This design comes from an exercise in tuning for small area, a short achievable clock period and few clock cycles per item on the open sky130 flow, not from production work.
Where RTL was checked, it was by simulation tests only, not by an equivalence proof against the original.
Only the layout flow was run in runs 2 to 6; the RTL was not checked for function there.

<file path="design/flow/design.v">
`timescale 1ns/1ps
  module sbox(
    input [63:0] x0, x1, x2, x3, x4,
    output [63:0] sl0, sl1, sl2, sl3, sl4
    );
            assign sl0 = (x4 & x1) ^ x3 ^ (x2 & x1) ^ x2 ^ (x1 & x0) ^ x1 ^ x0;      
            assign sl1 = x4 ^ (x3 & x2) ^ (x3 & x1) ^ x3 ^ x2 ^ x1 ^ x0 ^ (x2 & x1);
            assign sl2 = (x4 & x3) ^ x4 ^ x2 ^ x1 ^ 64'hffffffffffffffff;               
            assign sl3 = (x4 & x0) ^ (x3 & x0) ^ x4 ^ x3 ^ x2 ^x1 ^ x0;                 
            assign sl4 = (x4 & x1) ^ x4 ^ x3 ^ (x1 & x0) ^ x1;                          
        endmodule
`timescale 1ns / 1ps
module linear_sub(
        input [63:0] x0, x1, x2, x3, x4,
    output [63:0] o0, o1, o2, o3, o4
    );
    assign o0 = x0 ^ ((x0 >> 19) | ((x0 & (1<<19)-1) << (64-19))) ^ ((x0 >> 28) | ((x0 & (1<<28)-1) << (64-28)));
    assign o1 = x1 ^ ((x1 >> 61) | ((x1 & (1<<61)-1) << (64-61))) ^ ((x1 >> 39) | ((x1 & (1<<39)-1) << (64-39)));
    assign o2 = x2 ^ ((x2 >> 1)  | ((x2 & (1<<1)-1) << (64-1)))   ^ ((x2 >> 6)  | ((x2 & (1<<6)-1)  << (64-6)));
    assign o3 = x3 ^ ((x3 >> 10) | ((x3 & (1<<10)-1) << (64-10))) ^ ((x3 >> 17) | ((x3 & (1<<17)-1) << (64-17)));
    assign o4 = x4 ^ ((x4 >> 7)  | ((x4 & (1<<7)-1) << (64-7)))   ^ ((x4 >> 41) | ((x4 & (1<<41)-1) << (64-41)));
endmodule
module RND_Const(
    input  [63:0] x2_in,
    input  [3:0]  rnd,
    input [3:0] rnds,
    output [63:0] x2_out
);
reg [63:0] out_buf;
reg [7:0] rc;
assign x2_out = out_buf;
always @(*) begin
    if(rnds==6)
        rc = 8'h96 - rnd*8'h0F;
    else if(rnds==8)
        rc = 8'hB4 - rnd*8'h0F;
    else
        rc = 8'hF0 - rnd*8'h0F;
    out_buf = x2_in ^ {56'd0, rc};
end
endmodule
`timescale 1ns / 1ps
module Perm(
    input clk,
    input [319:0] S,
    input start,
    input [3:0]rnd_type,
    output reg finish,
    output reg [319:0] S_out
    );
    wire [63:0] x0,x1,x2,x3,x4;
    reg [63:0] x0_t,x1_t,x2_t,x3_t,x4_t;
    reg [3:0] rnd_total,rnd_no;
    always@(posedge clk)begin
    if(start==1)begin
    {x0_t,x1_t,x2_t,x3_t,x4_t}<=S;
    rnd_total<=rnd_type;
    rnd_no<=0;
    finish<=0;
    end
    else if(start!=1 && rnd_no<rnd_total) begin
    x0_t <= x0;
    x1_t <= x1;
    x2_t <= x2;
    x3_t <= x3;
    x4_t <= x4;
    rnd_no<=rnd_no+1;
    end
    else if(rnd_no==rnd_total)begin
    finish<=1;
    S_out<={x0_t,x1_t,x2_t,x3_t,x4_t};
    end
    end
    wire [63:0]a1;
    RND_Const  L1(.rnds(rnd_total),.x2_in(x2_t),.rnd(rnd_no),.x2_out(a1));
    wire [63:0] b0,b1,b2,b3,b4;
    sbox L2(.x0(x0_t),.x1(x1_t),.x2(a1),.x3(x3_t),.x4(x4_t),
            .sl0(b0),.sl1(b1),.sl2(b2),.sl3(b3),.sl4(b4));
    linear_sub L3(.x0(b0),.x1(b1),.x2(b2),.x3(b3),.x4(b4),
            .o0(x0),.o1(x1),.o2(x2),.o3(x3),.o4(x4));
 endmodule           
`timescale 1ns / 1ps
module initialization(
    input [127:0]key,
    input [127:0]nonce,
    input clk,
    input rst,
    input start,
    output reg finish,
    output reg [319:0] state
 );
   reg [319:0]S;
   wire[319:0] perm_out;
   reg [2:0]layer;
   reg perm_start;
   wire perm_done;
   localparam [63:0] IV= 64'h00001000808c0001;
   localparam [3:0] rnd= 4'd12;
   localparam Idle=2'd0;
   localparam Permu=2'd1;
   localparam key_xor =2'd2;
   localparam done =2'd3;
   always@(posedge clk)begin
   if(rst) begin
   layer<= Idle;
   perm_start<=0;
   finish<=0;
   end
   else begin
   case(layer)
       Idle: begin
       if(start) begin
       finish<=0;
       S<={IV,key,nonce};
       perm_start <=1'b1;
       layer<=Permu;
       end
       end
       Permu: begin
       perm_start<=0;
       if(perm_done && !perm_start)begin
       layer<=key_xor;
       S<=perm_out;
       end
       end
       key_xor:begin
       S<=S^{192'b0,key};
       layer<=done;
       end
       done: begin
       state<=S;
       finish<=1;
       layer<=Idle;
       end
       endcase
       end
       end
       Perm P(.clk(clk),.S(S),.start(perm_start),.rnd_type(rnd),.finish(perm_done),.S_out(perm_out));
endmodule
</file>
<file path="design/flow/run.sh">
#!/bin/bash
# synth_recipe.tcl (not shown) runs the flow's synth.tcl, then flattens the netlist and writes it again
# the make line also repeats each setting of config.mk as NAME=value (left out here)
make -C /OpenROAD-flow-scripts/flow DESIGN_CONFIG=/design/flow/config.mk WORK_HOME=/design/flow/orfs CLKGATE_MAP_FILE= SYNTH_SCRIPT=/design/flow/synth_recipe.tcl finish
</file>
<file path="design/flow/config.mk">
export PLATFORM = sky130hd
export DESIGN_NAME = initialization
export DESIGN_NICKNAME = initialization
export VERILOG_FILES = /design/flow/design.v
export SDC_FILE = /design/flow/constraint.sdc
export NUM_CORES = 4
export LEC_CHECK = 0
export CAP_MARGIN = 20
export CORE_MARGIN = 2
export CORE_UTILIZATION = 35
export SLEW_MARGIN = 20
</file>
<file path="design/flow/constraint.sdc">
create_clock -name core_clock -period 5.0 [get_ports {clk}]
set_input_delay 1.0000 -clock core_clock [delete_from_list [all_inputs] [get_ports {clk}]]
set_output_delay 1.0000 -clock core_clock [all_outputs]
set_load 0.01 [all_outputs]
</file>
==> out/metrics.json, run 1 <==
{
  "run_status": {"value": "timing/DRC/antenna clean"},
  "synth.top_cell.area_share": {"value": 0.618},
  "criticalPathCategory": {"value": "register to register"},
  "drt_iter0_markers": {"value": 5022},
  "wl_met3": {"value": 18300, "unit": "um"},
  "post_drt_wl_per_cell": {"value": 30.5, "unit": "um"},
  "synth-edff-count": {"value": 1280},
  "grt_antenna_before_repair": {"value": 24},
  "synth_largest_area_cell": {"value": "sky130_fd_sc_hd__edfxtp_1"},
  "placeable_area": {"value": 0.176, "unit": "mm2"},
  "postRouteWirelength": {"value": 241000, "unit": "um"},
  "cts-root-buf": {"value": "sky130_fd_sc_hd__clkbuf_16"},
  "seq_area_frac_synth": {"value": 0.621},
  "htree_num_levels": {"value": 4},
  "path_buf_inv": {"value": 2},
  "synth.area.top_cells": {"value": "sky130_fd_sc_hd__edfxtp_1 62%, sky130_fd_sc_hd__xnor2_1 13%, sky130_fd_sc_hd__xor2_1 5.0%"},
  "fmax": {"value": 0.226, "unit": "GHz"},
  "cts_made_buffers": {"value": 145},
  "wl_met1": {"value": 97800, "unit": "um"},
  "number_of_buffers_on_the_longest_clock_path": {"value": 3},
  "global_route_wire_length_before_repair": {"value": 325000, "unit": "um"},
  "final_critical_path_setup_slack": {"value": 0.579, "unit": "ns"},
  "clk_latency": {"value": 0.83, "unit": "ns"},
  "critical_path_arrival": {"value": 4.97, "unit": "ns"},
  "timing.final.hold_violations": {"value": 0},
  "post_route_cells_drive_above_1_share": {"value": 0.107},
  "timing.critical_path.to_type": {"value": "register"},
  "timing.max_cap.violations": {"value": 0},
  "postSynthCellCount": {"value": 4739},
  "path_cells": {"value": "inv_1, fa_1, ha_1, inv_1, ha_1, fa_1, xor2_1, xnor2_1, xnor2_1, xnor2_1, xnor2_1, o21ai_0"},
  "initial_core_utilization": {"value": 0.353},
  "most_frequent_cell_on_the_critical_path": {"value": "sky130_fd_sc_hd__xnor2_1"},
  "cp.required": {"value": 5.54, "unit": "ns"},
  "cp-start-kind": {"value": "register"},
  "ctsHoldBuffers": {"value": 0},
  "tritoncts": {"value": "yes"},
  "total_grt_overflow": {"value": 0},
  "ioPinCount": {"value": 580},
  "die-area": {"value": 0.181, "unit": "mm2"},
  "yosys_register_bits": {"value": 1289},
  "dr_total_vias": {"value": 41600},
  "grt_setup_unrepaired": {"value": "no"},
  "commonest_cells_post_synth": {"value": "1280 x sky130_fd_sc_hd__edfxtp_1, 936 x sky130_fd_sc_hd__xnor2_1, 365 x sky130_fd_sc_hd__nand2_1"},
  "final_design_area_no_fill": {"value": 0.0764, "unit": "mm2"},
  "final_net_count": {"value": 5712},
  "ant_nets": {"value": 0},
  "detailed_place.area": {"value": 0.0717, "unit": "mm2"},
  "wl_met2": {"value": 113000, "unit": "um"},
  "routed.top_layer": {"value": "met5"},
  "critPathMaxStageDelay": {"value": 0.60, "unit": "ns"},
  "place.port_buffers": {"value": 579},
  "clkSlewWorstSetupHoldPaths": {"value": 0.06, "unit": "ns"},
  "route.detailed.drc": {"value": 0},
  "timing.hold.ws": {"value": 0.444, "unit": "ns"},
  "grt_pass1_vias": {"value": 39700},
  "synth_warnings": {"value": 3},
  "fp-row-count": {"value": 154},
  "viasPerCell": {"value": 5.28},
  "synthesized_area_per_cell": {"value": 13.1, "unit": "um2"},
  "synthesis.area": {"value": 0.0622, "unit": "mm2"},
  "path_max_fanout": {"value": 7},
  "grt_util_all_layers": {"value": 0.260},
  "buffers_inserted_during_post_cts_setup_optimization": {"value": 0},
  "critical-path-slowest-cell": {"value": "sky130_fd_sc_hd__xnor2_1"},
  "synth_fp_nets": {"value": 5025},
  "die-width": {"value": 426, "unit": "um"},
  "period_share": {"value": 0.884},
  "worst_slew_pin_slew": {"value": 1.30, "unit": "ns"},
  "hpwlAfterDp": {"value": 185000, "unit": "um"},
  "drt-pass1-iter-count": {"value": 5},
  "worstHoldPathType": {"value": "register to register"},
  "cts_num_sinks": {"value": 1289},
  "grt_max_degree": {"value": 146},
  "maxSlewHeadroom": {"value": 0.127},
  "die_y": {"value": 426, "unit": "um"},
  "clock_skew": {"value": 0.0528, "unit": "ns"},
  "synth.most_common_cell": {"value": "sky130_fd_sc_hd__edfxtp_1"},
  "timing.critical_path.max_delay_family": {"value": "XOR/XNOR gates"},
  "final.min_clock_period": {"value": 4.42, "unit": "ns"},
  "synth-main-ff-cell": {"value": "sky130_fd_sc_hd__edfxtp_1"},
  "timing.final.setup_violations": {"value": 0},
  "syn_to_final_growth": {"value": 22.9, "unit": "%"},
  "drv_slew": {"value": 0},
  "detailedPlace.worstSlack": {"value": 0.616, "unit": "ns"},
  "post_cts_resize_count": {"value": 0},
  "synthArstFlopShare": {"value": 0},
  "globalplace.congestion": {"value": 1.02},
  "netlist-cell-type-count": {"value": 48}
}
## logic make-up after synthesis
| logic type | share of synthesized area |
|---|---|
| buffers and inverters | 0.0182 |
| xor gates and xnor gates | 0.186 |
| DFF | 0.621 |
| muxes | 0.0407 |
| adders and majority gates | 0.00591 |
| and+or+nand+nor | 0.0703 |
| AOI/OAI and AO/OA | 0.0582 |
## worst paths after layout
check               from         end  slack, ns  depth (start not counted)
min               S[159]  state[159]       0.44                          0
max reg2reg  P.rnd_no[2]   P.x2_t[3]       0.58                         12
min reg2reg       S[159]  state[159]       0.44                          0
max          P.rnd_no[2]   P.x2_t[3]       0.58                         12
## metal layers
metal	up-vias	global-route usage
met4	26	0.115
met1	21200	0.344
met2	1931	0.415
met5	-	0
met3	423	0.0468
li1	18100	-
## state kept, by name, indices dropped and copies added, names as in the netlist
name and count:
finish 1, S 320, P.finish 1, P.x4_t 64, P.x2_t 64, P.x1_t 64, P.rnd_no 4, P.x3_t 64
state 320, layer 2, perm_start 1, P.S_out 320, P.x0_t 64
## worst register-to-register path: stages (launching register included)
cell,delay (ns)
sky130_fd_sc_hd__dfxtp_1,0.51
sky130_fd_sc_hd__inv_1,0.20
sky130_fd_sc_hd__fa_1,0.50
sky130_fd_sc_hd__ha_1,0.29
sky130_fd_sc_hd__inv_1,0.04
sky130_fd_sc_hd__ha_1,0.31
sky130_fd_sc_hd__fa_1,0.51
sky130_fd_sc_hd__xor2_1,0.53
sky130_fd_sc_hd__xnor2_1,0.22
sky130_fd_sc_hd__xnor2_1,0.60
sky130_fd_sc_hd__xnor2_1,0.21
sky130_fd_sc_hd__xnor2_1,0.13
sky130_fd_sc_hd__o21ai_0,0.08
## layout by cell type, fill, tap and decap left out, types with 5 or more instances in the layout
master and count:
sky130_fd_sc_hd__mux2i_1 8, sky130_fd_sc_hd__clkdlybuf4s50_1 579, sky130_fd_sc_hd__clkbuf_16 147, sky130_fd_sc_hd__xor2_1 353, sky130_fd_sc_hd__xnor3_1 5, sky130_fd_sc_hd__o21ai_0 349
sky130_fd_sc_hd__nor2b_1 110, sky130_fd_sc_hd__ha_1 19, sky130_fd_sc_hd__nand2b_1 10, sky130_fd_sc_hd__edfxtp_1 1280, sky130_fd_sc_hd__diode_2 5, sky130_fd_sc_hd__nor3_1 116
sky130_fd_sc_hd__xnor2_2 17, sky130_fd_sc_hd__nand2_1 364, sky130_fd_sc_hd__and3_1 118, sky130_fd_sc_hd__and2_1 6, sky130_fd_sc_hd__xnor2_1 922, sky130_fd_sc_hd__a21o_1 9
sky130_fd_sc_hd__buf_12 18, sky130_fd_sc_hd__nor2_1 209, sky130_fd_sc_hd__mux2_2 216, sky130_fd_sc_hd__buf_4 102, sky130_fd_sc_hd__clkinv_2 28, sky130_fd_sc_hd__clkbuf_1 26
sky130_fd_sc_hd__a21oi_1 133, sky130_fd_sc_hd__clkinv_8 6, sky130_fd_sc_hd__clkinvlp_4 10, sky130_fd_sc_hd__a22oi_1 128, sky130_fd_sc_hd__clkinv_1 22, sky130_fd_sc_hd__dfxtp_1 7
sky130_fd_sc_hd__bufinv_16 12, sky130_fd_sc_hd__o21ai_1 13, sky130_fd_sc_hd__inv_1 143
## final cells by class
| cell class | instances | area (um2) |
|---|---|---|
| antenna | 5 | 12.5 |
| clock buffer | 174 | 3790 |
| clock inverter | 89 | 950 |
| fill | 16300 | 99900 |
| inverter | 143 | 537 |
| multi-input combinational | 3148 | 22700 |
| sequential | 1289 | 38600 |
| tap | 2340 | 2930 |
| timing repair buffer | 699 | 6920 |
## metrics by stage
stage | utilization | TNS, ns | cells
global placement | 0.406 | 0 | 7619
finish | 0.434 | 0 | 7887
global route | 0.434 | 0 | 7882
floorplan | - | -4647.77 | 4739
detailed placement | 0.406 | 0 | 7619
CTS | 0.433 | 0 | 7882
Testbench counts, summed over its fixed seeds: cycles 6,920, items 384.
==> inputs of run 2 (changes only) <==
==> design/flow/design.v (replaced) <==
`timescale 1ns/1ps
module sbox(
    input  [63:0] x0, x1, x2, x3, x4,
    output [63:0] sl0, sl1, sl2, sl3, sl4
    );
    wire [63:0] a0 = x0 ^ x4;
    wire [63:0] a4 = x4 ^ x3;
    wire [63:0] a2 = x2 ^ x1;
    wire [63:0] b0 = a0 ^ (~x1 & a2);
    wire [63:0] b1 = x1 ^ (~a2 & x3);
    wire [63:0] b2 = a2 ^ (~x3 & a4);
    wire [63:0] b3 = x3 ^ (~a4 & a0);
    wire [63:0] b4 = a4 ^ (~a0 & x1);
    assign sl0 = b0 ^ b4;
    assign sl1 = b1 ^ b0;
    assign sl2 = ~b2;
    assign sl3 = b3 ^ b2;
    assign sl4 = b4;
endmodule
`timescale 1ns / 1ps
module linear_sub(
    input  [63:0] x0, x1, x2, x3, x4,
    input  [63:0] k3, k4,
    output [63:0] o0, o1, o2, o3, o4
    );
    function [63:0] ror(input [63:0] x, input integer n);
        ror = (x >> n) | (x << (64 - n));
    endfunction
    assign o0 = (x0 ^ ror(x0, 19)) ^ ror(x0, 28);
    assign o1 = (x1 ^ ror(x1, 61)) ^ ror(x1, 39);
    assign o2 = (x2 ^ ror(x2, 1))  ^ ror(x2, 6);
    assign o3 = (x3 ^ ror(x3, 10)) ^ (ror(x3, 17) ^ k3);
    assign o4 = (x4 ^ ror(x4, 7))  ^ (ror(x4, 41) ^ k4);
endmodule
`timescale 1ns / 1ps
module RND_Const(
    input  [63:0] x2_in,
    input  [3:0]  rnd,
    output [63:0] x2_out
);
    wire [3:0] hi = 4'd15 - rnd;
    assign x2_out = x2_in ^ {56'd0, hi, rnd};
endmodule
`timescale 1ns / 1ps
module Perm(
    input  [319:0] S,
    input  [3:0]   rnd,
    input  [63:0]  k3, k4,
    output [319:0] S_out
    );
    wire [63:0] x0, x1, x2, x3, x4;
    assign {x0, x1, x2, x3, x4} = S;
    wire [63:0] c2;
    RND_Const L1(.x2_in(x2), .rnd(rnd), .x2_out(c2));
    wire [63:0] b0, b1, b2, b3, b4;
    sbox L2(.x0(x0), .x1(x1), .x2(c2), .x3(x3), .x4(x4),
            .sl0(b0), .sl1(b1), .sl2(b2), .sl3(b3), .sl4(b4));
    linear_sub L3(.x0(b0), .x1(b1), .x2(b2), .x3(b3), .x4(b4), .k3(k3), .k4(k4),
            .o0(S_out[319:256]), .o1(S_out[255:192]), .o2(S_out[191:128]),
            .o3(S_out[127:64]), .o4(S_out[63:0]));
endmodule
`timescale 1ns / 1ps
module initialization(
    input [127:0] key,
    input [127:0] nonce,
    input clk,
    input rst,
    input start,
    output reg finish,
    output reg [319:0] state
 );
   localparam [63:0] IV = 64'h00001000808c0001;
   reg        busy;
   reg [3:0]  rnd;
   reg        last;    
   wire [127:0] kx = last ? key : 128'd0;
   wire [319:0] nxt;
   Perm P(.S(state), .rnd(rnd), .k3(kx[127:64]), .k4(kx[63:0]), .S_out(nxt));
   always @(posedge clk) begin
      if (rst) begin
         busy   <= 1'b0;
         finish <= 1'b0;
      end else if (start && !busy) begin
         busy   <= 1'b1;
         finish <= 1'b0;
      end else if (busy && last) begin
         busy   <= 1'b0;
         finish <= 1'b1;
      end
   end
   always @(posedge clk) begin
      if (start && !busy) begin
         state <= {IV, key, nonce};
         rnd   <= 4'd0;
         last  <= 1'b0;
      end else if (busy) begin
         state <= nxt;
         rnd   <= rnd + 4'd1;
         last  <= (rnd == 4'd10);
      end
   end
endmodule
--- a/design/flow/config.mk
+++ b/design/flow/config.mk
@@ -7,2 +7,3 @@
 export LEC_CHECK = 0
+export ABC_AREA = 1
 export CAP_MARGIN = 20
==> out/metrics.json, run 2 <==
{
  "clock_skew": {"value": 0.0370, "unit": "ns", "change": "-0.0158 ns"},
  "cts_num_sinks": {"value": 327, "change": "-75%"},
  "layout_commonest_cell": {"value": "sky130_fd_sc_hd__nand2_1"},
  "postRouteWirelength": {"value": 235000, "unit": "um", "change": "-2.4%"},
  "post_drt_wl_per_cell": {"value": 30.5, "unit": "um", "change": "-0.12%"},
  "die-width": {"value": 321, "unit": "um", "change": "-25%"},
  "max_flop_register": {"value": "state"},
  "synth.area.top_cells": {"value": "sky130_fd_sc_hd__nand2_1 32%, sky130_fd_sc_hd__edfxtp_1 22%, sky130_fd_sc_hd__nand3_1 8.8%"},
  "timing.max_cap.violations": {"value": 0, "change": "unchanged"},
  "syn_to_final_growth": {"value": 25.5, "unit": "%"},
  "cp-start-kind": {"value": "register"},
  "ioPinCount": {"value": 580, "change": "unchanged"},
  "worstRegToRegCells": {"value": 9, "change": "-3"},
  "final_design_area_no_fill": {"value": 0.0442, "unit": "mm2", "change": "-42%"},
  "r2r-end": {"value": "state[107]"},
  "post_route_cells_drive_above_1_share": {"value": 0.0480, "change": "-0.0592"},
  "timing.rr.start": {"value": "state[252]"},
  "synthesized_area_per_cell": {"value": 6.09, "unit": "um2", "change": "-54%"},
  "grt_pass1_vias": {"value": 36900, "change": "-7.1%"},
  "dpl.cell_count": {"value": 7613, "change": "-0.079%"},
  "synth.most_common_cell": {"value": "sky130_fd_sc_hd__nand2_1"},
  "layout.cells.most_common_list": {"value": "2976 x sky130_fd_sc_hd__nand2_1, 695 x sky130_fd_sc_hd__inv_1, 616 x sky130_fd_sc_hd__nand3_1"},
  "timing.critical_path.to_type": {"value": "register"},
  "seq_area_frac_synth": {"value": 0.259, "change": "-0.362"},
  "viasPerCell": {"value": 5.44, "change": "+3.0%"},
  "die-area": {"value": 0.103, "unit": "mm2", "change": "-43%"},
  "detailedPlace.worstSlack": {"value": 1.70, "unit": "ns", "change": "+1.09 ns"},
  "reg2reg_slack": {"value": 1.63, "unit": "ns", "change": "+1.05 ns"},
  "fmax": {"value": 0.297, "unit": "GHz", "change": "+31%"},
  "reg.largest.list": {"value": "state: 320 flops, rnd: 4 flops"},
  "netlist-cell-type-count": {"value": 37, "change": "-23%"},
  "grt_antenna_before_repair": {"value": 25, "change": "+4.2%"},
  "synthArstFlopShare": {"value": 0, "change": "unchanged"},
  "synth_warnings": {"value": 2, "change": "-1"},
  "final_net_count": {"value": 6751, "change": "+18%"},
  "criticalPathCategory": {"value": "register to register"},
  "die_y": {"value": 321, "unit": "um", "change": "-25%"},
  "ctsHoldBuffers": {"value": 0, "change": "unchanged"},
  "post-route-util": {"value": 0.443, "change": "+0.00926"},
  "postSynthCellCount": {"value": 5783, "change": "+22%"},
  "place.port_buffers": {"value": 579, "change": "unchanged"},
  "synthesis.area": {"value": 0.0352, "unit": "mm2", "change": "-43%"},
  "fp-row-count": {"value": 116, "change": "-25%"},
  "path_max_fanout": {"value": 5, "change": "-2"},
  "cts_made_buffers": {"value": 45, "change": "-69%"},
  "tritoncts": {"value": "yes"},
  "ant_nets": {"value": 0, "change": "unchanged"},
  "run_status": {"value": "timing/DRC/antenna clean"},
  "htree_num_levels": {"value": 2, "change": "-2"},
  "synth_fp_nets": {"value": 6172, "change": "+23%"},
  "total_grt_overflow": {"value": 0, "change": "unchanged"},
  "grt_util_all_layers": {"value": 0.441, "change": "+0.181"},
  "synth-main-ff-cell": {"value": "sky130_fd_sc_hd__edfxtp_1"},
  "cts-root-buf": {"value": "sky130_fd_sc_hd__clkbuf_16"},
  "route.detailed.drc": {"value": 0, "change": "unchanged"},
  "largest_register_ff_count": {"value": 320},
  "min_delay_worst_endpoint": {"value": "state[318]"},
  "period_share": {"value": 0.674, "change": "-0.210"},
  "post_cts_resize_count": {"value": 0, "change": "unchanged"},
  "clk_latency": {"value": 0.66, "unit": "ns", "change": "-0.17 ns"},
  "drt-pass1-iter-count": {"value": 9, "change": "+4"},
  "initial_core_utilization": {"value": 0.353, "change": "about the same"},
  "hpwlAfterDp": {"value": 200000, "unit": "um", "change": "+7.8%"},
  "worst_slew_pin_slew": {"value": 1.27, "unit": "ns", "change": "-0.0300 ns"},
  "final_critical_path_setup_slack": {"value": 1.63, "unit": "ns", "change": "+1.05 ns"},
  "commonest_cells_post_synth": {"value": "2976 x sky130_fd_sc_hd__nand2_1, 697 x sky130_fd_sc_hd__inv_1, 616 x sky130_fd_sc_hd__nand3_1"},
  "whs_path_depth": {"value": 2, "change": "+2"},
  "detailed_place.area": {"value": 0.0426, "unit": "mm2", "change": "-40%"},
  "grt_max_degree": {"value": 168, "change": "+15%"},
  "synth.top_cell.area_share": {"value": 0.317, "change": "-0.301"},
  "buffers_inserted_during_post_cts_setup_optimization": {"value": 0, "change": "unchanged"},
  "drv_slew": {"value": 0, "change": "unchanged"},
  "cp.required": {"value": 5.41, "unit": "ns", "change": "-0.13 ns"},
  "yosys_register_bits": {"value": 327, "change": "-75%"},
  "placeable_area": {"value": 0.0999, "unit": "mm2", "change": "-43%"},
  "synth_largest_area_cell": {"value": "sky130_fd_sc_hd__nand2_1"},
  "timing.hold.ws": {"value": 0.483, "unit": "ns", "change": "+0.0395 ns"},
  "final-instance-count-excl-fill": {"value": 7703, "change": "-2.3%"},
  "worstHoldPathType": {"value": "register to register"},
  "timing.final.setup_violations": {"value": 0, "change": "unchanged"},
  "number_of_buffers_on_the_longest_clock_path": {"value": 3, "change": "unchanged"},
  "final.min_clock_period": {"value": 3.37, "unit": "ns", "change": "-1.05 ns"},
  "grt_setup_unrepaired": {"value": "no"},
  "globalplace.congestion": {"value": 1.10, "change": "+7.4%"},
  "hold_path_startpoint": {"value": "state[318]"},
  "clkSlewWorstSetupHoldPaths": {"value": 0.06, "unit": "ns", "change": "about the same"},
  "drt_iter0_markers": {"value": 5547, "change": "+10%"},
  "critical_path_arrival": {"value": 3.78, "unit": "ns", "change": "-1.19 ns"},
  "timing.final.hold_violations": {"value": 0, "change": "unchanged"},
  "synth-edff-count": {"value": 256, "change": "-80%"},
  "dr_total_vias": {"value": 41900, "change": "+0.64%"},
  "maxSlewHeadroom": {"value": 0.150, "change": "+0.0234"},
  "global_route_wire_length_before_repair": {"value": 308000, "unit": "um", "change": "-5.5%"}
}
-- run 2: cells by family after synthesis --
group	after synthesis	share of synthesized area
flip-flops	327	0.259
XOR/XNOR	465	0.129
AO/OA/AOI/OAI	216	0.0339
buffers and inverters	812	0.0902
adder cells (fa/ha/maj)	130	0.0462
AND/OR/NAND/NOR	3833	0.442
-- run 2: layer usage --
| metal | up-vias | track usage | routed length, um |
|---|---|---|---|
| li1 | 19100 | - | - |
| met1 | 19800 | 0.568 | 93600 |
| met2 | 2456 | 0.662 | 99100 |
| met3 | 501 | 0.108 | 25200 |
| met4 | 36 | 0.270 | 16800 |
| met5 | - | 0 | 241 |
-- run 2: worst max-delay path by stage --
stage / startpoint / to / cells past startpoint
floorplan: start / state[0] / 3
global placement: state[214] / state[69] / 9
detailed placement: start / state[252] / 6
CTS: state[136] / state[126] / 11
global route: state[254] / state[126] / 10
finish: state[252] / state[107] / 9
-- run 2: final cells by class --
cell class,instances,area (um2)
Antenna cell,6,15.0
Clock buffer,57,1250
Clock inverter,27,273
Fill cell,10500,55600
Inverter,724,2730
Multi-Input combinational cell,4644,23000
Sequential cell,327,9110
Tap cell,1298,1620
Timing Repair Buffer,620,6200
-- run 2: critical path: stages (launching register included) --
cell and delay, ns:
sky130_fd_sc_hd__edfxtp_1 0.62, sky130_fd_sc_hd__inv_1 0.12, sky130_fd_sc_hd__ha_1 0.32, sky130_fd_sc_hd__xnor2_2 0.64
sky130_fd_sc_hd__xor2_1 0.91, sky130_fd_sc_hd__nand2_1 0.16, sky130_fd_sc_hd__nand2_1 0.13, sky130_fd_sc_hd__nand3_1 0.07
sky130_fd_sc_hd__nand3_1 0.09, sky130_fd_sc_hd__nand2_1 0.05
-- run 2: stage by stage --
step           TNS [ns]
6_report              0
5_1_grt               0
4_1_cts               0
3_5_place_dp          0
3_3_place_gp          0
2_1_floorplan   -119.58
==> inputs of run 3 (changes only) <==
--- a/design/flow/config.mk
+++ b/design/flow/config.mk
@@ -7,3 +7,2 @@
 export LEC_CHECK = 0
-export ABC_AREA = 1
 export CAP_MARGIN = 20
==> out/metrics.json, run 3 <==
{
  "run_status": {"value": "timing/DRC/antenna clean"},
  "clk_latency": {"value": 0.60, "unit": "ns", "change": "-0.06 ns"},
  "reg.largest.list": {"value": "state: 320 flops, rnd: 4 flops"},
  "global_route_wire_length_before_repair": {"value": 211000, "unit": "um", "change": "-31%"},
  "post_drt_wl_per_cell": {"value": 35.3, "unit": "um", "change": "+16%"},
  "commonest_cells_post_synth": {"value": "416 x sky130_fd_sc_hd__xnor2_1, 258 x sky130_fd_sc_hd__nor2_1, 258 x sky130_fd_sc_hd__xnor3_1"},
  "synth.area.top_cells": {"value": "sky130_fd_sc_hd__edfxtp_1 24%, sky130_fd_sc_hd__xnor3_1 18%, sky130_fd_sc_hd__xnor2_1 11%"},
  "largest_register_ff_count": {"value": 320, "change": "unchanged"},
  "synth.top_cell.area_share": {"value": 0.242, "change": "-0.0751"},
  "path_max_fanout": {"value": 6, "change": "+1"},
  "initial_core_utilization": {"value": 0.353, "change": "about the same"},
  "synth.most_common_cell": {"value": "sky130_fd_sc_hd__xnor2_1"},
  "netlist-cell-type-count": {"value": 40, "change": "+8.1%"},
  "timing.final.setup_violations": {"value": 0, "change": "unchanged"},
  "grt_max_degree": {"value": 150, "change": "-11%"},
  "startpoint": {"value": "rnd[2]"},
  "fmax": {"value": 0.320, "unit": "GHz", "change": "+8.0%"},
  "synth_fa_ha_area_frac": {"value": 0.0715, "change": "+0.0253"},
  "worstRegToRegCells": {"value": 7, "change": "-2"},
  "hold_path_startpoint": {"value": "finish"},
  "die_y": {"value": 305, "unit": "um", "change": "-5.0%"},
  "die-area": {"value": 0.0932, "unit": "mm2", "change": "-9.7%"},
  "grt_setup_unrepaired": {"value": "no"},
  "layout.filler_cells": {"value": 8479, "change": "-20%"},
  "whs_path_depth": {"value": 2, "change": "unchanged"},
  "fp-row-count": {"value": 110, "change": "-5.2%"},
  "postRouteWirelength": {"value": 162000, "unit": "um", "change": "-31%"},
  "synthesized_area_per_cell": {"value": 11.4, "unit": "um2", "change": "+88%"},
  "post-route-util": {"value": 0.453, "change": "+0.0100"},
  "ctsHoldBuffers": {"value": 0, "change": "unchanged"},
  "viasPerCell": {"value": 5.44, "change": "about the same"},
  "htree_num_levels": {"value": 2, "change": "unchanged"},
  "post_route_cells_drive_above_1_share": {"value": 0.0644, "change": "+0.0164"},
  "cts_num_sinks": {"value": 327, "change": "unchanged"},
  "placeable_area": {"value": 0.0900, "unit": "mm2", "change": "-9.9%"},
  "ioPinCount": {"value": 580, "change": "unchanged"},
  "ant_nets": {"value": 0, "change": "unchanged"},
  "synth-edff-count": {"value": 256, "change": "unchanged"},
  "synth-main-ff-cell": {"value": "sky130_fd_sc_hd__edfxtp_1"},
  "most_congested_layer_reported_by_global_routing": {"value": "met2"},
  "globalplace.congestion": {"value": 1.00, "change": "-8.3%"},
  "die-width": {"value": 305, "unit": "um", "change": "-5.0%"},
  "drt-pass1-iter-count": {"value": 6, "change": "-3"},
  "timing.critical_path.to_type": {"value": "register"},
  "layout.cells.most_common_list": {"value": "578 x sky130_fd_sc_hd__clkdlybuf4s50_1, 407 x sky130_fd_sc_hd__xnor2_1, 258 x sky130_fd_sc_hd__xnor3_1"},
  "cp-start-kind": {"value": "register"},
  "layout_commonest_cell": {"value": "sky130_fd_sc_hd__clkdlybuf4s50_1"},
  "post_synth_xor_area_fraction": {"value": 0.460, "change": "+0.331"},
  "timing.max_cap.violations": {"value": 0, "change": "unchanged"},
  "met3_track_demand_over_resource_in_global_routing": {"value": 0.104, "change": "-0.00405"},
  "buffers_inserted_during_post_cts_setup_optimization": {"value": 0, "change": "unchanged"},
  "seq_area_frac_synth": {"value": 0.287, "change": "+0.0282"},
  "drv_slew": {"value": 0, "change": "unchanged"},
  "synthMuxAreaShare": {"value": 0.0197, "change": "+0.0197"},
  "synth_fp_nets": {"value": 3168, "change": "-49%"},
  "route.detailed.drc": {"value": 0, "change": "unchanged"},
  "synthArstFlopShare": {"value": 0, "change": "unchanged"},
  "post_cts_resize_count": {"value": 0, "change": "unchanged"},
  "grt_pass1_vias": {"value": 23700, "change": "-36%"},
  "cts-root-buf": {"value": "sky130_fd_sc_hd__clkbuf_16"},
  "cts_made_buffers": {"value": 44, "change": "-2.2%"},
  "total_grt_overflow": {"value": 0, "change": "unchanged"},
  "timing.rr.start": {"value": "rnd[2]"},
  "grt_util_all_layers": {"value": 0.339, "change": "-0.102"},
  "clkSlewWorstSetupHoldPaths": {"value": 0.06, "unit": "ns", "change": "about the same"},
  "dr_total_vias": {"value": 24900, "change": "-41%"},
  "max_flop_register": {"value": "state"},
  "final_net_count": {"value": 3756, "change": "-44%"},
  "synth_largest_area_cell": {"value": "sky130_fd_sc_hd__edfxtp_1"},
  "postSynthCellCount": {"value": 2779, "change": "-52%"},
  "synthSimpleGateAreaFrac": {"value": 0.0702, "change": "-0.372"},
  "met1_use_gr": {"value": 0.413, "change": "-0.155"},
  "critical_path_arrival": {"value": 3.47, "unit": "ns", "change": "-0.31 ns"},
  "worst_slew_pin_slew": {"value": 1.37, "unit": "ns", "change": "+0.103 ns"},
  "grt_antenna_before_repair": {"value": 17, "change": "-32%"},
  "period_share": {"value": 0.624, "change": "-0.0500"},
  "final.min_clock_period": {"value": 3.12, "unit": "ns", "change": "-0.250 ns"},
  "final-instance-count-excl-fill": {"value": 4585, "change": "-40%"},
  "synthesis.area": {"value": 0.0318, "unit": "mm2", "change": "-9.8%"},
  "synth_top_family_by_area": {"value": "XOR/XNOR gates"},
  "cp.required": {"value": 5.35, "unit": "ns", "change": "-0.06 ns"},
  "timing.final.hold_violations": {"value": 0, "change": "unchanged"},
  "syn_to_final_growth": {"value": 28.3, "unit": "%"},
  "synth_warnings": {"value": 2, "change": "unchanged"},
  "worstHoldPathType": {"value": "register to register"},
  "hpwlAfterDp": {"value": 135000, "unit": "um", "change": "-32%"},
  "gr-usage-met2": {"value": 0.530, "change": "-0.132"},
  "synth_area_in_compound_gates": {"value": 0.0572, "change": "+0.0233"},
  "place.port_buffers": {"value": 579, "change": "unchanged"},
  "number_of_buffers_on_the_longest_clock_path": {"value": 3, "change": "unchanged"},
  "yosys_register_bits": {"value": 327, "change": "unchanged"},
  "drt_iter0_markers": {"value": 3070, "change": "-45%"},
  "criticalPathCategory": {"value": "register to register"},
  "tritoncts": {"value": "yes"},
  "maxSlewHeadroom": {"value": 0.0776, "change": "-0.0724"},
  "totalNegativeSetupSlack": {"value": 0, "unit": "ns", "change": "unchanged"},
  "clock_skew": {"value": 0.0178, "unit": "ns", "change": "-0.0192 ns"},
  "dpl.cell_count": {"value": 4497, "change": "-41%"}
}
-- run 3: layout make-up --
cell class | count | area (um2) | area share
Clock buffer | 61 | 1250 | 0.0306
Inverter | 199 | 754 | 0.0185
Tap cell | 1176 | 1470 | 0.0361
Sequential cell | 327 | 9120 | 0.224
Multi-Input combinational cell | 2162 | 21700 | 0.532
Antenna cell | 8 | 20.0 | 0.000491
Timing Repair Buffer | 633 | 6230 | 0.153
Clock inverter | 19 | 244 | 0.00599
-- run 3: metal layers --
layer | up-vias | part of all wire
li1 | 10600 | -
met1 | 12400 | 0.37
met2 | 1561 | 0.45
met3 | 334 | 0.11
met4 | 12 | 0.070
met5 | - | 0.00048
-- run 3: cells by family (layout without fill, tap and decap cells) --
family / Yosys count / after routing
xor gates and xnor gates: 1013 / 1013
and+or+nand+nor: 563 / 563
AOI/OAI and AO/OA: 335 / 335
DFF: 327 / 327
buffers and inverters: 290 / 912
adders and majority gates: 194 / 194
muxes: 57 / 57
other: 0 / 8
-- run 3: final timing paths --
check	end	slack, ns
setup reg to reg	state[124]	1.88
hold / removal	finish	0.54
setup / recovery	state[124]	1.88
hold reg to reg	finish	0.54
-- run 3: per-stage QoR --
step | hold slack (ns) | area, um2 | worst slack [ns]
detailed placement | 0.507 | 39200 | 1.67
finish | 0.535 | 40800 | 1.88
global placement | 0.504 | 39200 | 1.70
global route | 0.554 | 40700 | 1.79
floorplan | 0.497 | 31800 | 1.35
CTS | 0.517 | 40700 | 1.92
-- run 3: critical path, cell delays in order, from the launching register on --
cell and delay (ns):
sky130_fd_sc_hd__dfxtp_1 0.59, sky130_fd_sc_hd__xnor2_1 0.20, sky130_fd_sc_hd__ha_1 0.27, sky130_fd_sc_hd__xnor2_1 0.75, sky130_fd_sc_hd__xnor2_2 0.19, sky130_fd_sc_hd__buf_4 0.20
sky130_fd_sc_hd__xnor3_1 0.41, sky130_fd_sc_hd__mux2_2 0.26
==> inputs of run 4 (changes only) <==
--- a/design/flow/config.mk
+++ b/design/flow/config.mk
@@ -10,2 +10,3 @@
 export CORE_UTILIZATION = 35
+export SETUP_SLACK_MARGIN = 2.5
 export SLEW_MARGIN = 20
==> out/metrics.json, run 4 <==
{
  "run_status": {"value": "timing/DRC/antenna clean"},
  "synth-edff-count": {"value": 256, "change": "unchanged"},
  "viasPerCell": {"value": 5.53, "change": "+1.7%"},
  "final.min_clock_period": {"value": 2.58, "unit": "ns", "change": "-0.538 ns"},
  "die-width": {"value": 305, "unit": "um", "change": "unchanged"},
  "period_share": {"value": 0.517, "change": "-0.108"},
  "post_route_cells_drive_above_1_share": {"value": 0.199, "change": "+0.134"},
  "timing.critical_path.to_type": {"value": "register"},
  "ctsHoldBuffers": {"value": 0, "change": "unchanged"},
  "synth.area.top_cells": {"value": "sky130_fd_sc_hd__edfxtp_1 24%, sky130_fd_sc_hd__xnor3_1 18%, sky130_fd_sc_hd__xnor2_1 11%"},
  "post_synth_xor_area_fraction": {"value": 0.460, "change": "unchanged"},
  "synthesized_area_per_cell": {"value": 11.4, "unit": "um2", "change": "unchanged"},
  "synth.most_common_cell": {"value": "sky130_fd_sc_hd__xnor2_1"},
  "synthSimpleGateAreaFrac": {"value": 0.0702, "change": "unchanged"},
  "synthArstFlopShare": {"value": 0, "change": "unchanged"},
  "grt_pass1_vias": {"value": 25600, "change": "+7.8%"},
  "worst_slew_pin_slew": {"value": 0.930, "unit": "ns", "change": "-0.444 ns"},
  "dr_total_vias": {"value": 26700, "change": "+7.0%"},
  "timing.hold.ws": {"value": 0.539, "unit": "ns", "change": "+0.00414 ns"},
  "clock_skew": {"value": 0.0275, "unit": "ns", "change": "+0.00974 ns"},
  "synth-main-ff-cell": {"value": "sky130_fd_sc_hd__edfxtp_1"},
  "htree_num_levels": {"value": 2, "change": "unchanged"},
  "synth_largest_area_cell": {"value": "sky130_fd_sc_hd__edfxtp_1"},
  "initial_core_utilization": {"value": 0.353, "change": "unchanged"},
  "hpwlAfterDp": {"value": 137000, "unit": "um", "change": "+1.2%"},
  "die-area": {"value": 0.0932, "unit": "mm2", "change": "unchanged"},
  "multi_input_area": {"value": 0.0242, "unit": "mm2", "change": "+12%"},
  "place.port_buffers": {"value": 579, "change": "unchanged"},
  "grt_util_all_layers": {"value": 0.347, "change": "+0.00781"},
  "postRouteWirelength": {"value": 167000, "unit": "um", "change": "+3.3%"},
  "layout.cells.most_common_list": {"value": "302 x sky130_fd_sc_hd__dlygate4sd2_1, 269 x sky130_fd_sc_hd__buf_4, 261 x sky130_fd_sc_hd__clkdlybuf4s50_1"},
  "final_net_count": {"value": 3994, "change": "+6.3%"},
  "drt_iter0_markers": {"value": 3563, "change": "+16%"},
  "postSynthCellCount": {"value": 2779, "change": "unchanged"},
  "cts_num_sinks": {"value": 327, "change": "unchanged"},
  "route.detailed.drc": {"value": 0, "change": "unchanged"},
  "global_route_wire_length_before_repair": {"value": 217000, "unit": "um", "change": "+3.1%"},
  "post_drt_wl_per_cell": {"value": 34.6, "unit": "um", "change": "-1.9%"},
  "max_flop_register": {"value": "state"},
  "critical_path_arrival": {"value": 2.93, "unit": "ns", "change": "-0.54 ns"},
  "netlist-cell-type-count": {"value": 40, "change": "unchanged"},
  "timing.final.hold_violations": {"value": 0, "change": "unchanged"},
  "path_cells": {"value": "buf_4, xor2_1, nor2_2, xnor2_1, xnor3_1, mux2_2"},
  "cts-root-buf": {"value": "sky130_fd_sc_hd__clkbuf_16"},
  "number_of_buffers_on_the_longest_clock_path": {"value": 3, "change": "unchanged"},
  "timing.critical_path.max_delay_family": {"value": "XOR/XNOR gates"},
  "drv_slew": {"value": 0, "change": "unchanged"},
  "ant_nets": {"value": 0, "change": "unchanged"},
  "criticalPathCategory": {"value": "register to register"},
  "synth_top_family_by_area": {"value": "XOR/XNOR gates"},
  "timing.max_cap.violations": {"value": 0, "change": "unchanged"},
  "syn_to_final_growth": {"value": 41.7, "unit": "%"},
  "critPathMaxStageDelay": {"value": 0.53, "unit": "ns", "change": "-0.22 ns"},
  "ioPinCount": {"value": 580, "change": "unchanged"},
  "total_grt_overflow": {"value": 0, "change": "unchanged"},
  "yosys_register_bits": {"value": 327, "change": "unchanged"},
  "worstHoldPathType": {"value": "register to register"},
  "maxSlewHeadroom": {"value": 0.376, "change": "+0.298"},
  "cts_made_buffers": {"value": 44, "change": "unchanged"},
  "placeable_area": {"value": 0.0900, "unit": "mm2", "change": "unchanged"},
  "critical-path-slowest-cell": {"value": "sky130_fd_sc_hd__nor2_2"},
  "cp-start-kind": {"value": "register"},
  "synth.top_cell.area_share": {"value": 0.242, "change": "unchanged"},
  "synth_area_in_compound_gates": {"value": 0.0572, "change": "unchanged"},
  "storage_element_area": {"value": 0.00920, "unit": "mm2", "change": "+0.96%"},
  "reg.largest.list": {"value": "state: 320 flops, rnd: 4 flops"},
  "clkSlewWorstSetupHoldPaths": {"value": 0.06, "unit": "ns", "change": "about the same"},
  "grt_setup_unrepaired": {"value": "yes"},
  "commonest_cells_post_synth": {"value": "416 x sky130_fd_sc_hd__xnor2_1, 258 x sky130_fd_sc_hd__nor2_1, 258 x sky130_fd_sc_hd__xnor3_1"},
  "cp.required": {"value": 5.34, "unit": "ns", "change": "about the same"},
  "fmax": {"value": 0.387, "unit": "GHz", "change": "+21%"},
  "drt-pass1-iter-count": {"value": 6, "change": "unchanged"},
  "layout_commonest_cell": {"value": "sky130_fd_sc_hd__dlygate4sd2_1"},
  "synth_fa_ha_area_frac": {"value": 0.0715, "change": "unchanged"},
  "die_y": {"value": 305, "unit": "um", "change": "unchanged"},
  "synth_fp_nets": {"value": 3168, "change": "unchanged"},
  "grt_antenna_before_repair": {"value": 19, "change": "+2"},
  "grt_max_degree": {"value": 84, "change": "-44%"},
  "largest_register_ff_count": {"value": 320, "change": "unchanged"},
  "fp-row-count": {"value": 110, "change": "unchanged"},
  "synthesis.area": {"value": 0.0318, "unit": "mm2", "change": "unchanged"},
  "synthMuxAreaShare": {"value": 0.0197, "change": "unchanged"},
  "synth_warnings": {"value": 2, "change": "unchanged"},
  "path_max_fanout": {"value": 3, "change": "-3"},
  "seq_area_frac_synth": {"value": 0.287, "change": "unchanged"},
  "globalplace.congestion": {"value": 1.03, "change": "+2.9%"},
  "tritoncts": {"value": "yes"},
  "totalNegativeSetupSlack": {"value": 0, "unit": "ns", "change": "unchanged"},
  "path_buf_inv": {"value": 1, "change": "unchanged"},
  "clk_latency": {"value": 0.60, "unit": "ns", "change": "about the same"},
  "layout.filler_cells": {"value": 8270, "change": "-2.5%"},
  "timing.final.setup_violations": {"value": 0, "change": "unchanged"}
}
-- run 4: cell type report --
cell class | instances | share of cell area
Timing Repair inverter | 1 | 0.000195
Clock inverter | 18 | 0.00436
Antenna cell | 11 | 0.000612
Multi-Input combinational cell | 2163 | 0.539
Timing Repair Buffer | 869 | 0.174
Clock buffer | 62 | 0.0275
Tap cell | 1176 | 0.0327
Sequential cell | 327 | 0.204
Inverter | 199 | 0.0172
-- run 4: worst paths after layout --
path / startpoint / to / slack, ns / depth (start not counted)
max: state[11] / state[4] / 2.42 / 6
min reg2reg: rnd[1] / rnd[1] / 0.54 / 2
max reg2reg: state[11] / state[4] / 2.42 / 6
min: rnd[1] / rnd[1] / 0.54 / 2
-- run 4: what timing repair did --
item,CTS,global route
buffers inserted,146,76
gates resized for setup,586,129
pin swaps,17,39
cloned,2,0
setup endpoints to repair,680,175
-- run 4: tightest hold or removal path, stage by stage, from the launching register on --
cell                      delay, ns
sky130_fd_sc_hd__dfxtp_2       0.37
sky130_fd_sc_hd__nand2_1       0.08
sky130_fd_sc_hd__o22ai_1       0.05
-- run 4: metal layers --
| layer | vias to the layer above | GRT usage | share of wire |
|---|---|---|---|
| met4 | 14 | 0.216 | 0.077 |
| met3 | 434 | 0.0960 | 0.12 |
| met2 | 1882 | 0.546 | 0.45 |
| met5 | - | 0 | 0.00062 |
| li1 | 11100 | - | - |
| met1 | 13200 | 0.422 | 0.36 |
-- run 4: cell families after synthesis --
family | count (synthesis)
AO/OA/AOI/OAI | 335
XOR/XNOR | 1013
adder cells (fa/ha/maj) | 194
buffers and inverters | 290
flip-flops | 327
multiplexers | 57
AND/OR/NAND/NOR | 563
-- run 4: stage by stage --
| stage | util | cell area [um2] | setup slack, ns | instances |
|---|---|---|---|---|
| floorplan | - | 31800 | 2.54 | 2779 |
| global placement | 0.437 | 39300 | 1.64 | 4511 |
| detailed placement | 0.437 | 39400 | 1.61 | 4511 |
| CTS | 0.482 | 43400 | 2.38 | 4739 |
| global route | 0.500 | 45000 | 2.42 | 4817 |
| finish | 0.500 | 45000 | 2.42 | 4826 |
==> inputs of run 5 (changes only) <==
==> design/flow/flow/run.sh (new file) <==
#!/bin/bash
set -euo pipefail
export BUFFER_PORTS_ARGS="-buffer_cell sky130_fd_sc_hd__buf_2"
bash standard.sh > standard.log 2>&1
==> design/flow/standard.sh (new file) <==
#!/bin/bash
# synth_recipe.tcl (not shown) runs the flow's synth.tcl, then flattens the netlist and writes it again
# the make line also repeats each setting of config.mk as NAME=value (left out here)
make -C /OpenROAD-flow-scripts/flow DESIGN_CONFIG=/design/flow/config.mk WORK_HOME=/design/flow/orfs CLKGATE_MAP_FILE= SYNTH_SCRIPT=/design/flow/synth_recipe.tcl "${@:-finish}"
--- a/design/flow/config.mk
+++ b/design/flow/config.mk
@@ -10,3 +10,2 @@
 export CORE_UTILIZATION = 35
-export SETUP_SLACK_MARGIN = 2.5
 export SLEW_MARGIN = 20
removed: design/flow/run.sh
==> out/metrics.json, run 5 <==
{
  "run_status": {"value": "timing/DRC/antenna clean"},
  "viasPerCell": {"value": 5.49, "change": "-0.67%"},
  "grt_antenna_before_repair": {"value": 28, "change": "+9"},
  "final.min_clock_period": {"value": 3.50, "unit": "ns", "change": "+0.917 ns"},
  "layout_commonest_cell": {"value": "sky130_fd_sc_hd__buf_2"},
  "cts-root-buf": {"value": "sky130_fd_sc_hd__clkbuf_16"},
  "route.detailed.drc": {"value": 0, "change": "unchanged"},
  "ant_nets": {"value": 0, "change": "unchanged"},
  "synth-main-ff-cell": {"value": "sky130_fd_sc_hd__edfxtp_1"},
  "placeable_area": {"value": 0.0900, "unit": "mm2", "change": "unchanged"},
  "synth.most_common_cell": {"value": "sky130_fd_sc_hd__xnor2_1"},
  "largest_register_ff_count": {"value": 320, "change": "unchanged"},
  "timing.max_cap.violations": {"value": 0, "change": "unchanged"},
  "synth-edff-count": {"value": 256, "change": "unchanged"},
  "met1_use_gr": {"value": 0.397, "change": "-0.0244"},
  "synth.top_cell.area_share": {"value": 0.242, "change": "unchanged"},
  "seq_area_frac_synth": {"value": 0.287, "change": "unchanged"},
  "drt-pass1-iter-count": {"value": 5, "change": "-1"},
  "total_grt_overflow": {"value": 0, "change": "unchanged"},
  "hpwlAfterDp": {"value": 133000, "unit": "um", "change": "-2.4%"},
  "clk_latency": {"value": 0.61, "unit": "ns", "change": "about the same"},
  "max_flop_register": {"value": "state"},
  "die_y": {"value": 305, "unit": "um", "change": "unchanged"},
  "place.port_buffers": {"value": 579, "change": "unchanged"},
  "initial_core_utilization": {"value": 0.353, "change": "unchanged"},
  "synth_largest_area_cell": {"value": "sky130_fd_sc_hd__edfxtp_1"},
  "yosys_register_bits": {"value": 327, "change": "unchanged"},
  "postRouteWirelength": {"value": 159000, "unit": "um", "change": "-5.1%"},
  "die-area": {"value": 0.0932, "unit": "mm2", "change": "unchanged"},
  "timing.final.hold_violations": {"value": 0, "change": "unchanged"},
  "synth_fp_nets": {"value": 3168, "change": "unchanged"},
  "gr-usage-met2": {"value": 0.524, "change": "-0.0220"},
  "ioPinCount": {"value": 580, "change": "unchanged"},
  "ctsHoldBuffers": {"value": 0, "change": "unchanged"},
  "maxSlewHeadroom": {"value": 0.116, "change": "-0.260"},
  "whs_path_depth": {"value": 2, "change": "unchanged"},
  "synth.area.top_cells": {"value": "sky130_fd_sc_hd__edfxtp_1 24%, sky130_fd_sc_hd__xnor3_1 18%, sky130_fd_sc_hd__xnor2_1 11%"},
  "min_delay_worst_endpoint": {"value": "finish"},
  "storage_element_area": {"value": 0.00912, "unit": "mm2", "change": "-0.95%"},
  "drv_slew": {"value": 0, "change": "unchanged"},
  "cp-start-kind": {"value": "register"},
  "synthesis.area": {"value": 0.0318, "unit": "mm2", "change": "unchanged"},
  "cp.required": {"value": 5.35, "unit": "ns", "change": "about the same"},
  "synthArstFlopShare": {"value": 0, "change": "unchanged"},
  "met3_track_demand_over_resource_in_global_routing": {"value": 0.0998, "change": "+0.00388"},
  "post_cts_resize_count": {"value": 0, "change": "-100%"},
  "grt_setup_unrepaired": {"value": "no"},
  "reg2reg_slack": {"value": 1.50, "unit": "ns", "change": "-0.92 ns"},
  "worstHoldPathType": {"value": "register to register"},
  "dr_total_vias": {"value": 25200, "change": "-5.5%"},
  "buffers_inserted_during_post_cts_setup_optimization": {"value": 0, "change": "-100%"},
  "layout.cells.most_common_list": {"value": "579 x sky130_fd_sc_hd__buf_2, 409 x sky130_fd_sc_hd__xnor2_1, 258 x sky130_fd_sc_hd__xnor3_1"},
  "timing.critical_path.to_type": {"value": "register"},
  "period_share": {"value": 0.700, "change": "+0.183"},
  "die-width": {"value": 305, "unit": "um", "change": "unchanged"},
  "r2r-end": {"value": "state[125]"},
  "clock_skew": {"value": 0.0243, "unit": "ns", "change": "-0.00326 ns"},
  "number_of_buffers_on_the_longest_clock_path": {"value": 3, "change": "unchanged"},
  "globalplace.congestion": {"value": 1.02, "change": "-1.2%"},
  "synth_warnings": {"value": 2, "change": "unchanged"},
  "cts_num_sinks": {"value": 327, "change": "unchanged"},
  "postSynthCellCount": {"value": 2779, "change": "unchanged"},
  "commonest_cells_post_synth": {"value": "416 x sky130_fd_sc_hd__xnor2_1, 258 x sky130_fd_sc_hd__nor2_1, 258 x sky130_fd_sc_hd__xnor3_1"},
  "netlist-cell-type-count": {"value": 40, "change": "unchanged"},
  "htree_num_levels": {"value": 2, "change": "unchanged"},
  "grt_util_all_layers": {"value": 0.331, "change": "-0.0162"},
  "criticalPathCategory": {"value": "register to register"},
  "critical_path_arrival": {"value": 3.85, "unit": "ns", "change": "+0.92 ns"},
  "timing.rr.start": {"value": "state[135]"},
  "tritoncts": {"value": "yes"},
  "worst_slew_pin_slew": {"value": 1.32, "unit": "ns", "change": "+0.392 ns"},
  "global_route_wire_length_before_repair": {"value": 207000, "unit": "um", "change": "-4.9%"},
  "post_drt_wl_per_cell": {"value": 34.5, "unit": "um", "change": "-0.23%"},
  "hold_path_startpoint": {"value": "finish"},
  "fmax": {"value": 0.286, "unit": "GHz", "change": "-26%"},
  "final_net_count": {"value": 3758, "change": "-5.9%"},
  "timing.final.setup_violations": {"value": 0, "change": "unchanged"},
  "synthesized_area_per_cell": {"value": 11.4, "unit": "um2", "change": "unchanged"},
  "syn_to_final_growth": {"value": 19.3, "unit": "%"},
  "grt_max_degree": {"value": 120, "change": "+43%"},
  "worstRegToRegCells": {"value": 6, "change": "unchanged"},
  "post_route_cells_drive_above_1_share": {"value": 0.233, "change": "+0.0347"},
  "fp-row-count": {"value": 110, "change": "unchanged"},
  "totalNegativeSetupSlack": {"value": 0, "unit": "ns", "change": "unchanged"},
  "most_congested_layer_reported_by_global_routing": {"value": "met2"},
  "reg.largest.list": {"value": "state: 320 flops, rnd: 4 flops"},
  "grt_pass1_vias": {"value": 24000, "change": "-6.2%"},
  "clkSlewWorstSetupHoldPaths": {"value": 0.06, "unit": "ns", "change": "about the same"},
  "cts_made_buffers": {"value": 46, "change": "+4.5%"},
  "path_max_fanout": {"value": 4, "change": "+1"},
  "drt_iter0_markers": {"value": 3310, "change": "-7.1%"},
  "timing.hold.ws": {"value": 0.530, "unit": "ns", "change": "-0.00942 ns"},
  "layout.filler_cells": {"value": 8808, "change": "+6.5%"},
  "multi_input_area": {"value": 0.0216, "unit": "mm2", "change": "-11%"}
}
run 5: logic make-up (layout without fill, tap and decap cells):
kind of cell / after synthesis / after routing / share of synthesized area
buffers and inverters: 290 / 918 / 0.0344
AOI/OAI and AO/OA: 335 / 335 / 0.0572
xor gates and xnor gates: 1013 / 1013 / 0.460
adders and majority gates: 194 / 194 / 0.0715
DFF: 327 / 327 / 0.287
muxes: 57 / 57 / 0.0197
other: 0 / 9 / 0
and+or+nand+nor: 563 / 563 / 0.0702
run 5: metrics by stage:
stage          setup slack, ns  instance area (um2)  instances   util
2_1_floorplan             1.35                31800       2779      -
3_5_place_dp              1.44                36300       4497  0.404
4_1_cts                   1.58                37800       4583  0.420
3_3_place_gp              1.46                36300       4497  0.404
6_report                  1.50                37900       4592  0.421
5_1_grt                   1.51                37900       4586  0.421
run 5: routing by layer:
metal,share of wire,up-vias,wire length [um]
li1,-,10600,-
met1,0.36,12500,56800
met2,0.45,1707,71400
met3,0.12,378,19000
met4,0.071,28,11200
met5,0.0012,-,197
run 5: area by class of cell:
class                   instances  share of cell area
well taps                    1176              0.0388
clock buffers                  65              0.0350
multi-input cells            2162               0.571
clock inverters                21             0.00433
inverters                     199              0.0199
repair buffers                633              0.0898
flip-flops and latches        327               0.241
diodes                          9            0.000594
run 5: worst max-delay path, stage by stage, from the launching register on:
cell,delay [ns]
sky130_fd_sc_hd__edfxtp_1,0.43
sky130_fd_sc_hd__xnor2_1,0.34
sky130_fd_sc_hd__ha_1,0.31
sky130_fd_sc_hd__xnor2_1,0.28
sky130_fd_sc_hd__xnor2_1,1.04
sky130_fd_sc_hd__xor3_1,0.58
sky130_fd_sc_hd__mux2_2,0.27
run 5: worst max-delay path by stage:
stage | start | slack, ns | to
after floorplan | start | 1.35 | state[0]
after global placement | start | 1.46 | state[197]
after detailed placement | start | 1.44 | state[100]
after CTS | state[135] | 1.58 | state[125]
after global routing | rnd[0] | 1.51 | state[111]
final | state[135] | 1.50 | state[125]
==> inputs of run 6 (changes only) <==
--- a/design/flow/config.mk
+++ b/design/flow/config.mk
@@ -10,2 +10,3 @@
 export CORE_UTILIZATION = 35
+export SETUP_SLACK_MARGIN = 2.5
 export SLEW_MARGIN = 20
==> out/metrics.json, run 6 <==
{
  "die_y": {"value": 305, "unit": "um", "change": "unchanged"},
  "worstHoldPathType": {"value": "register to register"},
  "ctsHoldBuffers": {"value": 0, "change": "unchanged"},
  "cts_num_sinks": {"value": 327, "change": "unchanged"},
  "fp-row-count": {"value": 110, "change": "unchanged"},
  "initial_core_utilization": {"value": 0.353, "change": "unchanged"},
  "drt_iter0_markers": {"value": 3241, "change": "-2.1%"},
  "timing.final.setup_violations": {"value": 0, "change": "unchanged"},
  "critical_path_arrival": {"value": 3.00, "unit": "ns", "change": "-0.85 ns"},
  "timing.critical_path.to_type": {"value": "register"},
  "grt_pass1_vias": {"value": 24400, "change": "+1.4%"},
  "viasPerCell": {"value": 5.47, "change": "-0.37%"},
  "grt_setup_unrepaired": {"value": "yes"},
  "number_of_buffers_on_the_longest_clock_path": {"value": 3, "change": "unchanged"},
  "post-route-util": {"value": 0.455, "change": "+0.0340"},
  "cts-root-buf": {"value": "sky130_fd_sc_hd__clkbuf_16"},
  "synth.most_common_cell": {"value": "sky130_fd_sc_hd__xnor2_1"},
  "placeable_area": {"value": 0.0900, "unit": "mm2", "change": "unchanged"},
  "postRouteWirelength": {"value": 162000, "unit": "um", "change": "+2.2%"},
  "grt_util_all_layers": {"value": 0.335, "change": "+0.00426"},
  "commonest_cells_post_synth": {"value": "416 x sky130_fd_sc_hd__xnor2_1, 258 x sky130_fd_sc_hd__nor2_1, 258 x sky130_fd_sc_hd__xnor3_1"},
  "worstRegToRegCells": {"value": 6, "change": "unchanged"},
  "synth-edff-count": {"value": 256, "change": "unchanged"},
  "synth_largest_area_cell": {"value": "sky130_fd_sc_hd__edfxtp_1"},
  "run_status": {"value": "timing/DRC/antenna clean"},
  "ioPinCount": {"value": 580, "change": "unchanged"},
  "final_design_area_no_fill": {"value": 0.0410, "unit": "mm2", "change": "+8.1%"},
  "htree_num_levels": {"value": 2, "change": "unchanged"},
  "synth_fp_nets": {"value": 3168, "change": "unchanged"},
  "largest_register_ff_count": {"value": 320, "change": "unchanged"},
  "whs_path_depth": {"value": 2, "change": "unchanged"},
  "reg2reg_slack": {"value": 2.35, "unit": "ns", "change": "+0.85 ns"},
  "synthesis.area": {"value": 0.0318, "unit": "mm2", "change": "unchanged"},
  "synth_warnings": {"value": 2, "change": "unchanged"},
  "cp-start-kind": {"value": "register"},
  "final.min_clock_period": {"value": 2.65, "unit": "ns", "change": "-0.852 ns"},
  "globalplace.congestion": {"value": 1.05, "change": "+2.6%"},
  "clk_latency": {"value": 0.60, "unit": "ns", "change": "about the same"},
  "synthesized_area_per_cell": {"value": 11.4, "unit": "um2", "change": "unchanged"},
  "total_grt_overflow": {"value": 0, "change": "unchanged"},
  "ant_nets": {"value": 0, "change": "unchanged"},
  "final_net_count": {"value": 3855, "change": "+2.6%"},
  "max_flop_register": {"value": "state"},
  "synth.top_cell.area_share": {"value": 0.242, "change": "unchanged"},
  "drv_slew": {"value": 0, "change": "unchanged"},
  "syn_to_final_growth": {"value": 28.9, "unit": "%"},
  "clock_skew": {"value": 0.0154, "unit": "ns", "change": "-0.00886 ns"},
  "die-area": {"value": 0.0932, "unit": "mm2", "change": "unchanged"},
  "timing.max_cap.violations": {"value": 0, "change": "unchanged"},
  "reg.largest.list": {"value": "state: 320 flops, rnd: 4 flops"},
  "grt_antenna_before_repair": {"value": 35, "change": "+25%"},
  "clkSlewWorstSetupHoldPaths": {"value": 0.06, "unit": "ns", "change": "about the same"},
  "cp.required": {"value": 5.35, "unit": "ns", "change": "about the same"},
  "layout.cells.most_common_list": {"value": "578 x sky130_fd_sc_hd__buf_2, 257 x sky130_fd_sc_hd__xnor2_1, 256 x sky130_fd_sc_hd__edfxtp_1"},
  "min_delay_worst_endpoint": {"value": "finish"},
  "hpwlAfterDp": {"value": 133000, "unit": "um", "change": "-0.17%"},
  "place.port_buffers": {"value": 579, "change": "unchanged"},
  "worst_slew_pin_slew": {"value": 1.09, "unit": "ns", "change": "-0.231 ns"},
  "yosys_register_bits": {"value": 327, "change": "unchanged"},
  "maxSlewHeadroom": {"value": 0.273, "change": "+0.157"},
  "seq_area_frac_synth": {"value": 0.287, "change": "unchanged"},
  "die-width": {"value": 305, "unit": "um", "change": "unchanged"},
  "timing.rr.start": {"value": "rnd[0]"},
  "hold_path_startpoint": {"value": "finish"},
  "postSynthCellCount": {"value": 2779, "change": "unchanged"},
  "timing.final.hold_violations": {"value": 0, "change": "unchanged"},
  "synth-main-ff-cell": {"value": "sky130_fd_sc_hd__edfxtp_1"}
}
run 6: cell counts after synthesis:
Identical to the previous run, type by type.
run 6: cell type report:
type | count | area (um2)
Multi-Input combinational cell | 2164 | 23900
Clock buffer | 55 | 1200
Clock inverter | 25 | 213
Timing Repair Buffer | 730 | 4220
Inverter | 199 | 759
Fill cell | 8589 | 49100
Tap cell | 1176 | 1470
Antenna cell | 23 | 57.6
Sequential cell | 327 | 9120
run 6: timing repair:
action	4_1_cts	5_1_grt
resized for setup	219	70
setup endpoints to repair	464	207
pin swaps	20	30
cloned	0	2
setup buffers	23	62
run 6: cells by family (layout without fill, tap and decap cells):
family / Yosys count / after routing / share of synthesized area
AO/OA/AOI/OAI: 335 / 335 / 0.0572
XOR/XNOR: 1013 / 1013 / 0.460
adder cells (fa/ha/maj): 194 / 194 / 0.0715
buffers and inverters: 290 / 1009 / 0.0344
flip-flops: 327 / 327 / 0.287
multiplexers: 57 / 57 / 0.0197
other: 0 / 23 / 0
AND/OR/NAND/NOR: 563 / 565 / 0.0702
run 6: worst max-delay path by stage:
stage | startpoint | to | slack (ns) | cells after the start
detailed placement | start | state[10] | 1.38 | 4
finish | rnd[0] | state[111] | 2.35 | 6
global placement | start | state[10] | 1.43 | 4
floorplan | state[128] | state[111] | 2.54 | 6
global route | rnd[0] | state[111] | 2.34 | 6
CTS | rnd[0] | state[111] | 2.31 | 6
run 6: routing by layer:
layer,routed length [um],GRT usage,vias up
met5,170,0,-
met4,12600,0.214,28
met3,19700,0.103,438
met2,72100,0.521,1694
met1,57400,0.404,12700
li1,-,-,10900
run 6: worst max-delay path: stages (launching register included):
cell	delay, ns
sky130_fd_sc_hd__dfxtp_1	0.47
sky130_fd_sc_hd__xor2_1	0.29
sky130_fd_sc_hd__ha_1	0.35
sky130_fd_sc_hd__xnor2_4	0.20
sky130_fd_sc_hd__xnor2_4	0.33
sky130_fd_sc_hd__xnor3_1	0.49
sky130_fd_sc_hd__mux2_2	0.27
run 6: stage by stage:
step / std cells / hold WS [ns] / worst slack, ns
2_1_floorplan: 2779 / 0.497 / 2.54
3_3_place_gp: 4509 / 0.486 / 1.43
3_5_place_dp: 4509 / 0.493 / 1.38
4_1_cts: 4612 / 0.508 / 2.31
5_1_grt: 4683 / 0.533 / 2.34
6_report: 4699 / 0.518 / 2.35

-- static timing again, ports no longer ideal --
Ports are ideal in the flow. The routed layouts listed here were re-timed in OpenROAD. Step 1, drivers: a clkbuf_16 drives clk and a buf_2 each remaining input, both assumed. Step 2 moves the port delays by t, midway between the first and last clock arrival at a register: inputs arrive t later, outputs are due t later. That takes back most of the time a late clock gives input paths. Three values: ideal, step 1, step 2; two values: the first two.
| run | shift t [ns] | slack for setup (ns) | worst data-port slew with drivers (ns) |
|---|---|---|---|
| run 1 | 0.900 | 0.579 / 0.579 / 0.579 | 0.15 |
| run 2 | 0.717 | 1.628 / 1.628 / 1.563 | 0.08 |
| run 3 | 0.661 | 1.878 / 1.878 / 1.571 | 0.15 |
| run 4 | 0.658 | 2.416 / 2.416 / 1.919 | 0.14 |
| run 5 | 0.665 | 1.499 / 1.499 / 1.293 | 0.14 |
| run 6 | 0.661 | 2.352 / 2.352 / 1.801 | 0.18 |
After both steps setup and hold are still met in every run listed. For run 6, which loses most, drivers alone change the setup slack by 0.000 ns; drivers and shift together by -0.551 ns.
